This design comes from an exercise in tuning for small area, a short achievable clock period and few clock cycles per item on the open sky130 flow, not from production work. Function was checked by simulation only, so behaviour that the tests miss may differ from the original.

build 24:
Design fpu, start of the top module:
module fpu (
    input wire clk,
    input wire rst,
    input wire [31:0] fpscr,
    input wire in_valid,
    input wire [15:0] in_raw,
    input wire [3:0] in_fop,
    input wire [31:0] in_frl,
    input wire [31:0] in_frh,
    input wire [31:0] in_fr0,
    output reg out_valid,
    output reg out_t,
    output reg out_t_wen,
    output reg [31:0] out_fpul,
    output reg out_fpul_wen,
    output reg out_wen,
    output reg [3:0] out_wdst,
    output reg out_wbank,
    output reg [31:0] out_wdata
);
    wire arith = in_valid && ((in_fop == 4'd0) || (in_fop == 4'd5) ||
                              (in_fop == 4'd6) || (in_fop == 4'd8));
    wire sel_fmac_a = in_fop[0];                  
    wire sel_fmac_c = in_fop[2] & !in_fop[1];     
    wire sel_fmul = in_fop[1];
    wire sel_mul = in_fop[2];                     
    wire sel_mul_e = in_fop[0] | in_fop[1];       
    wire sel_sub = in_fop[3];
    wire cmp_eq, cmp_gt;
    fpu_fcmp fcmp (.a(in_frh), .b(in_frl), .eq(cmp_eq), .gt(cmp_gt));
    always @(*) begin
        out_t_wen = in_valid && ((in_fop == 4'd1) || (in_fop == 4'd2));
        out_t = in_fop[0] ? cmp_eq : cmp_gt;
        out_fpul_wen = 1'b0;
        out_fpul = 32'b0;
        out_wen = 1'b1;
    end
    wire [31:0] wa = sel_fmac_a ? in_fr0 : in_frh;
    wire [31:0] wc = sel_fmac_c ? in_frh : in_frl;
    wire [7:0] a_e = wa[30:23];
    wire [7:0] b_e = sel_mul_e ? in_frl[30:23] : 8'd127;
    wire [22:0] b_f = sel_mul ? in_frl[22:0] : 23'd0;
    wire a_fz = (wa[22:0] == 23'd0);
    wire b_fz = (b_f == 23'd0);
    wire a_z = (a_e == 8'd0) && a_fz;
  ...
Size: roughly 90 flip-flops, roughly 230 I/O pins, ~31000 um^2 of cells after synthesis.
export LEC_CHECK = 0
export ABC_AREA = 1
export CAP_MARGIN = 20
export CORE_MARGIN = 2
export CORE_UTILIZATION = 30
export PLACE_DENSITY = 0.5
export SLEW_MARGIN = 20
create_clock -name core_clock -period 25.0 [get_ports {clk}]
standard.sh (not shown) runs the stock make flow with config.mk's settings and CLKGATE_MAP_FILE= SYNTH_SCRIPT=/design/flow/synth_recipe.tcl, a recipe that flattens the netlist after the stock synthesis.
==> flow/flow/run.sh <==
#!/bin/bash
set -euo pipefail
bash standard.sh SETUP_SLACK_MARGIN=12 finish > standard_flow.log 2>&1
Testbench counts of build 24, summed over its fixed seeds: cycles 2,056, ops 2,048.
Setup changes, build 24 to build 44
- changing CORE_UTILIZATION from 30 to 40
- changing PLACE_DENSITY from 0.5 to 0.6
Taking build 24 as the reference, in build 44 total global routing track utilization saw an increase, sequential share of layout area saw an increase, clock tree buffer count of the final layout saw a decrease.
Lower first-iteration DRC count goes to build 24 over build 44.
Between build 44 and build 24, the difference in async set-reset flop share out of synthesis is negligible.
Inputs modified between build 44 and build 49:
- clearing ABC_AREA, which used to be 1
diff --git a/flow/flow/run.sh b/flow/flow/run.sh
--- a/flow/flow/run.sh
+++ b/flow/flow/run.sh
@@ -1,0 +2 @@
+
Notes after the runs:
Build 49 finished end to end and its layout was clean on timing, DRC and antenna. | compound-cell area share of the yosys netlist | lower: build 44 |. Changes observed in build 49 relative to build 44: critical path depth in cells now sits higher, first-pass GRT wire length now sits higher. [build 49] count of nets after finishing fell 213 relative to build 44. On build 49: relative area change from synthesis to final layout is 7.2 points higher than what build 44 gave. Delta (build 49 minus build 44): slack of the critical path fell 440 ps. Final cell area: build 49 above build 44.

========
Starting RTL as in the previous note.
export LEC_CHECK = 0
export ABC_AREA = 1
export CAP_MARGIN = 20
export CORE_MARGIN = 2
export CORE_UTILIZATION = 40
export PLACE_DENSITY = 0.6
export SLEW_MARGIN = 20
create_clock -name core_clock -period 25.0 [get_ports {clk}]
==> flow/flow/run.sh <==
#!/bin/bash
set -euo pipefail
bash standard.sh SETUP_SLACK_MARGIN=13.5 "BUFFER_PORTS_ARGS=-buffer_cell sky130_fd_sc_hd__buf_4" finish > standard_flow.log 2>&1
Testbench counts at the start, summed over its fixed seeds: cycles 2,056, ops 2,048.
Rerun with:
==> flow/flow/run.sh (replaced) <==
#!/bin/bash
set -euo pipefail
bash standard.sh SETUP_SLACK_MARGIN=12 finish > standard_flow.log 2>&1
CORE_UTILIZATION = 55   (was 40)
PLACE_DENSITY = 0.7   (was 0.6)
=> Routed wire length fell by about 8%; synthesized cell count is unchanged; design area decreases by 8.4%; die area fell by 27%; area after synthesis is unchanged; flip-flop and latch count does not change; via count is lower by about 2.6%.
Rerun with:
==> flow/flow/run.sh (replaced) <==
#!/bin/bash
set -euo pipefail
bash standard.sh SETUP_SLACK_MARGIN=12.5 "BUFFER_PORTS_ARGS=-buffer_cell sky130_fd_sc_hd__buf_4" finish > standard_flow.log 2>&1
CORE_UTILIZATION = 40   (was 55)
PLACE_DENSITY = 0.6   (was 0.7)
=> The changed run finished with timing, DRC and antenna clean. Non-clock buffer count climbs by 116. Wire length climbs by 5.9%.
Rerun with:
==> flow/flow/run.sh (replaced) <==
#!/bin/bash
set -euo pipefail
bash standard.sh SETUP_SLACK_MARGIN=11 finish > standard_flow.log 2>&1
Outcome: Routed wire length drops by 6.8%. Maximum frequency drops by 8.9%. Setup slack gets worse by 1200 ps. Cell area drops by 9.2%. Via count drops by 5.7%. Worst hold slack gets better by 340 ps. Die area stays the same.

## port drivers added, routing unchanged
How much do the figures lean on ideal ports? The routed layouts below were timed once more, with nothing changed but the port constraints.
Step 1 (the two cells are an assumption about what drives the block):
set clk [get_ports {clk}]
set_driving_cell -lib_cell sky130_fd_sc_hd__clkbuf_16 $clk
set_driving_cell -lib_cell sky130_fd_sc_hd__buf_2 [delete_from_list [all_inputs] $clk]
Step 2 times the ports against the registers' clock, not the clock port: input delays grow and output delays shrink by t, the midpoint of the rising clock arrivals with the driver on.
Slacks: ideal ports / drivers / drivers and shift; pairs: ideal ports / drivers.
run	t (ns)	setup slack, ns	latest minus earliest clock arrival (ns)	slew at the worst register clock pin (ns)	cell pins on the clock port's net
build 24	0.409	12.086 / 12.047 / 11.884	0.010 / 0.010	0.07 / 0.07	1
build 44	0.387	12.146 / 12.113 / 11.914	0.013 / 0.013	0.07 / 0.07	1
build 49	0.387	11.701 / 11.660 / 11.475	0.012 / 0.012	0.07 / 0.07	1
the first run of note 2	0.383	12.530 / 12.484 / 12.111	0.009 / 0.009	0.07 / 0.07	1
the second run of note 2	0.379	12.065 / 12.083 / 11.704	0.005 / 0.006	0.07 / 0.07	1
the third run of note 2	0.386	12.409 / 12.366 / 12.005	0.014 / 0.015	0.08 / 0.08	1
the fourth run of note 2	0.385	11.172 / 11.150 / 11.036	0.011 / 0.011	0.07 / 0.07	1
After both steps setup and hold are still met in every run listed. The setup slack of the first run of note 2, which loses most, moves by -0.046 ns with the drivers and by -0.419 ns with both steps.
